Context: an optimization exercise on an open-source flow, tuned for small area. The choices shown serve that exercise and are no tape-out recipe. In this exercise RTL edits were held to simulation tests only and were not proved equivalent to the original. Power is estimated from default activity; no workload was simulated.

==> 10-05: inputs <==
// countdisplay_VGA
module countdisplay_VGA(
    input clk,
    input rst,
    input [1:0]btn,
    input [1:0]btn2,
    input [1:0]count_light,
    input [3:0]count_55_0,
    input [3:0]count_55_1,
    input [3:0]turn_left_en,
    output [2:0] r,
    output [2:0] g,
    output [1:0] b,
    output hs,
    output vs
    );
    function [9:0] add10; input [9:0] a; input [9:0] b; integer i; reg c; begin
        c = 1'b0;
        for (i = 0; i < 10; i = i + 1) begin add10[i] = a[i] ^ b[i] ^ c; c = (a[i] & b[i]) | (c & (a[i] ^ b[i])); end
    end endfunction
    function [9:0] sub10; input [9:0] a; input [9:0] b; integer i; reg c; begin
        c = 1'b0;   
        for (i = 0; i < 10; i = i + 1) begin sub10[i] = a[i] ^ b[i] ^ c; c = (~a[i] & b[i]) | (c & ~(a[i] ^ b[i])); end
    end endfunction
    function [9:0] inc10; input [9:0] a; integer i; reg c; begin
        c = 1'b1;
        for (i = 0; i < 10; i = i + 1) begin inc10[i] = a[i] ^ c; c = a[i] & c; end
    end endfunction
    function lt10; input [9:0] a; input [9:0] b; integer i; reg r; begin
        r = 1'b0;
        for (i = 0; i < 10; i = i + 1) r = (~a[i] & b[i]) | (~(a[i] ^ b[i]) & r);
        lt10 = r;
    end endfunction
    function inr; input [9:0] x; input [9:0] lo; input [9:0] hi; begin
        inr = ~lt10(x, lo) & ~lt10(hi, x);
    end endfunction
    function ltc7; input [6:0] a; input [6:0] b; begin ltc7 = lt10({3'd0, a}, {3'd0, b}); end endfunction
    function ltc8; input [7:0] a; input [7:0] b; begin ltc8 = lt10({2'd0, a}, {2'd0, b}); end endfunction
  ...
Settings: LEC_CHECK=0, ABC_AREA=1, CAP_MARGIN=0, CORE_MARGIN=2, CORE_UTILIZATION=40, CTS_BUF_LIST=sky130_fd_sc_hd__clkbuf_8, CTS_CLUSTER_DIAMETER=300, CTS_CLUSTER_SIZE=60, SLEW_MARGIN=0, SYNTH_MEMORY_MAX_BITS=65536; clock period 20.0 ns.
run.sh (not shown) runs the stock make flow with config.mk's settings and CLKGATE_MAP_FILE= SYNTH_SCRIPT=/design/flow/synth_recipe.tcl, a recipe that flattens the netlist after the stock synthesis.
==> 09-23: changes against 10-05 <==
CTS_BUF_LIST = sky130_fd_sc_hd__clkbuf_4 sky130_fd_sc_hd__clkbuf_8   (was sky130_fd_sc_hd__clkbuf_8)
CTS_CLUSTER_DIAMETER = not set   (was 300)
CTS_CLUSTER_SIZE = not set   (was 60)
==> 04-03: changes against 10-05 <==
--- a/flow/design.v
+++ b/flow/design.v
@@ -115,18 +115,14 @@
     wire tr3_st = vs_rise && (!turn_left_en[3] || !ltc8(tr3_k, 8'd99));
     always @(posedge clk) tr3_k <= (!rst || (tr3_st && (&{tr3_k[7], tr3_k[6], tr3_k[4], tr3_k[3], tr3_k[2], tr3_k[0]}))) ? 8'd90 : stepk({2'd0, tr3_k}, tr3_st);
     wire early = (hcount == 10'd0);
     wire [9:0] bx_v   = h | ({10{early}} & v);
     wire [9:0] bx_nvh = h | ({10{early}} & ~{1'b0, v[9:1]});
     wire [9:0] bx_v2  = h | ({10{early}} & {v[8:0], 1'b0});
     wire [9:0] bx_nv2 = h | ({10{early}} & ~{v[8:0], 1'b0});
-    wire [9:0] rc_s = add10(bx_v, early ? {1'd0, dc_k} : rc_k);
-    wire [9:0] lc_s = sub10(bx_v, early ? {1'd0, uc_k} : lc_k);
-    wire [9:0] dc_s = rc_s;    
-    wire [9:0] uc_s = lc_s;    
     wire [9:0] tr0_op = {3'd0, tr0_k};
     wire [9:0] tr0_s = sub10(bx_nvh, tr0_op);
     wire [9:0] tr0_t = ~tr0_s;
     wire tr0_h = (inr(tr0_s, 10'd638, 10'd641));
     wire tr0_v = ((ltc7(tr0_k, 7'd64)) && (inr(tr0_t, 10'd256, 10'd257) | inr(tr0_t, 10'd259, 10'd260) | inr(tr0_t, 10'd262, 10'd263)))
         | ((!ltc7(tr0_k, 7'd64)) && (inr(v, 10'd384, 10'd387) | inr(v, 10'd390, 10'd393) | inr(v, 10'd396, 10'd399)));
     reg tr0_vr;
@@ -195,31 +191,31 @@
     wire [9:0] tl3_t = {1'b0, ~tl3_s[9:1]};
     wire tl3_h = ((ltc8(tl3_k, 8'd168)) && (inr(tl3_s, 10'd150, 10'd153) | inr(tl3_s, 10'd156, 10'd159) | inr(tl3_s, 10'd162, 10'd165)))
         | ((!ltc8(tl3_k, 8'd168)) && (inr(h, 10'd486, 10'd489) | inr(h, 10'd492, 10'd495) | inr(h, 10'd498, 10'd501)));
     wire tl3_v = (inr(tl3_t, 10'd316, 10'd319));
     reg tl3_vr;
     always @(posedge clk) if (early) tl3_vr <= tl3_v;
     wire tl3_hit = tl3_h & tl3_vr;
+    wire [9:0] dc_s = add10(v, {1'd0, dc_k});
     wire dc_h = (inr(h, 10'd488, 10'd491) | inr(h, 10'd503, 10'd506) | inr(h, 10'd518, 10'd521) | inr(h, 10'd608, 10'd611) | inr(h, 10'd623, 10'd626) | inr(h, 10'd638, 10'd641));
     wire dc_v = (inr(dc_s, 10'd496, 10'd499) | inr(dc_s, 10'd502, 10'd505) | inr(dc_s, 10'd508, 10'd511) | inr(dc_s, 10'd514, 10'd517));
-    reg dc_vr;
-    always @(posedge clk) if (early) dc_vr <= dc_v;
-    wire dc_hit = dc_h & dc_vr;
+    wire dc_hit = dc_h & dc_v;
+    wire [9:0] uc_s = sub10(v, {1'd0, uc_k});
     wire uc_h = (inr(h, 10'd278, 10'd281) | inr(h, 10'd293, 10'd296) | inr(h, 10'd308, 10'd311) | inr(h, 10'd408, 10'd411) | inr(h, 10'd423, 10'd426) | inr(h, 10'd438, 10'd441));
     wire uc_v = (~lt10(10'd3, uc_s) | inr(uc_s, 10'd6, 10'd9) | inr(uc_s, 10'd12, 10'd15) | inr(uc_s, 10'd18, 10'd21));
-    reg uc_vr;
-    always @(posedge clk) if (early) uc_vr <= uc_v;
-    wire uc_hit = uc_h & uc_vr;
+    wire uc_hit = uc_h & uc_v;
+    wire [9:0] rc_s = add10(h, rc_k);
     wire rc_h = (~lt10(10'd3, rc_s) | inr(rc_s, 10'd1006, 10'd1009) | inr(rc_s, 10'd1012, 10'd1015) | inr(rc_s, 10'd1018, 10'd1021));
     wire rc_v = (inr(v, 10'd172, 10'd175) | inr(v, 10'd182, 10'd185) | inr(v, 10'd192, 10'd195) | inr(v, 10'd212, 10'd215) | inr(v, 10'd222, 10'd225) | inr(v, 10'd232, 10'd235));
     wire rc_hit = rc_h & rc_v;
+    wire [9:0] lc_s = sub10(h, lc_k);
     wire lc_h = (~lt10(10'd3, lc_s) | inr(lc_s, 10'd6, 10'd9) | inr(lc_s, 10'd12, 10'd15) | inr(lc_s, 10'd1018, 10'd1021));
     wire lc_v = (inr(v, 10'd319, 10'd322) | inr(v, 10'd329, 10'd332) | inr(v, 10'd339, 10'd342) | inr(v, 10'd359, 10'd362) | inr(v, 10'd369, 10'd372) | inr(v, 10'd379, 10'd382));
     wire lc_hit = lc_h & lc_v;
-    wire car_hit = (~early & (tr0_hit | tr1_hit | tr2_hit | tr3_hit | tl0_hit | tl1_hit | tl2_hit | tl3_hit | rc_hit | lc_hit)) | dc_hit | uc_hit;
+    wire car_hit = (~early & (tr0_hit | tr1_hit | tr2_hit | tr3_hit | tl0_hit | tl1_hit | tl2_hit | tl3_hit)) | dc_hit | uc_hit | rc_hit | lc_hit;
     wire arrow_hit = (((v == 10'd104)) && ((h == 10'd522) || (h == 10'd642)))
       || (((v == 10'd105)) && (inr(h, 10'd521, 10'd523) || inr(h, 10'd641, 10'd643)))
       || (((v == 10'd106) || inr(v, 10'd109, 10'd114)) && (inr(h, 10'd520, 10'd524) || inr(h, 10'd640, 10'd644)))
       || (((v == 10'd107)) && (inr(h, 10'd519, 10'd525) || inr(h, 10'd639, 10'd645)))
       || (((v == 10'd108)) && (inr(h, 10'd518, 10'd526) || inr(h, 10'd638, 10'd646)))
       || (((v == 10'd163) || (v == 10'd171) || (v == 10'd223) || (v == 10'd231)) && ((h == 10'd220)))
       || (((v == 10'd164) || (v == 10'd170) || (v == 10'd224) || (v == 10'd230)) && (inr(h, 10'd220, 10'd221)))
CTS_CLUSTER_DIAMETER = not set   (was 300)
CTS_CLUSTER_SIZE = not set   (was 60)
==> notes.md <==
quantity	10-05	09-23	04-03
Post-Synth Adder-Cell Area	21.1%	21.1%	23.0%
Distinct cell type count of the synthesized netlist	68	68	71
FF/Latch Area	2980 µm²	2980 µm²	2920 µm²
Parity-gate share of the synthesized area counting xor and xnor cells	1.58%	1.58%	1.80%
Number of logic inverters in the finished layout	377	377	401
Average cell area after synthesis	6.73 µm²	6.73 µm²	6.81 µm²
Total area of multi-input combinational cells	10800 µm²	10800 µm²	10900 µm²
Area growth from synthesis to layout	7.01%	7.06%	7.88%
Hold WS	0.417 ns	0.415 ns	0.424 ns
Non-clock buffer count in the final layout	42	42	54
Fraction of power consumed by the clock network	32.9%	33.3%	34.6%
Switching pwr	241 µW	242 µW	227 µW
Outcome	timing/DRC/antenna clean	timing/DRC/antenna clean	timing/DRC/antenna clean

what the ideal ports hide:
How much do the figures lean on ideal ports? The routed layouts below were timed once more, with nothing changed but the port constraints. Step 1, drivers: a clkbuf_16 drives clk and a buf_2 each remaining input, both assumed. Step 2 adds t to the input delays and takes it off the output delays; t is the mean of the earliest and latest rising clock arrival at the registers after step 1. Input paths then give back, and output paths get back, about the clock's delay inside the block. a / b / c = ideal ports / drivers / drivers and shift; a / b = the first two.
| run | shift t [ns] | setup WS [ns] | worst setup path after step 2 | cell pins on the clock port's net |
|---|---|---|---|---|
| 10-05 | 0.532 | 11.249 / 11.254 / 10.722 | input to register | 1 |
| 09-23 | 0.532 | 11.246 / 11.254 / 10.722 | input to register | 1 |
| 04-03 | 0.532 | 10.994 / 11.017 / 10.485 | input to register | 1 |
After both steps every run listed still meets setup and hold. For 10-05, which loses most, drivers alone change the setup slack by +0.005 ns; drivers and shift together by -0.527 ns.
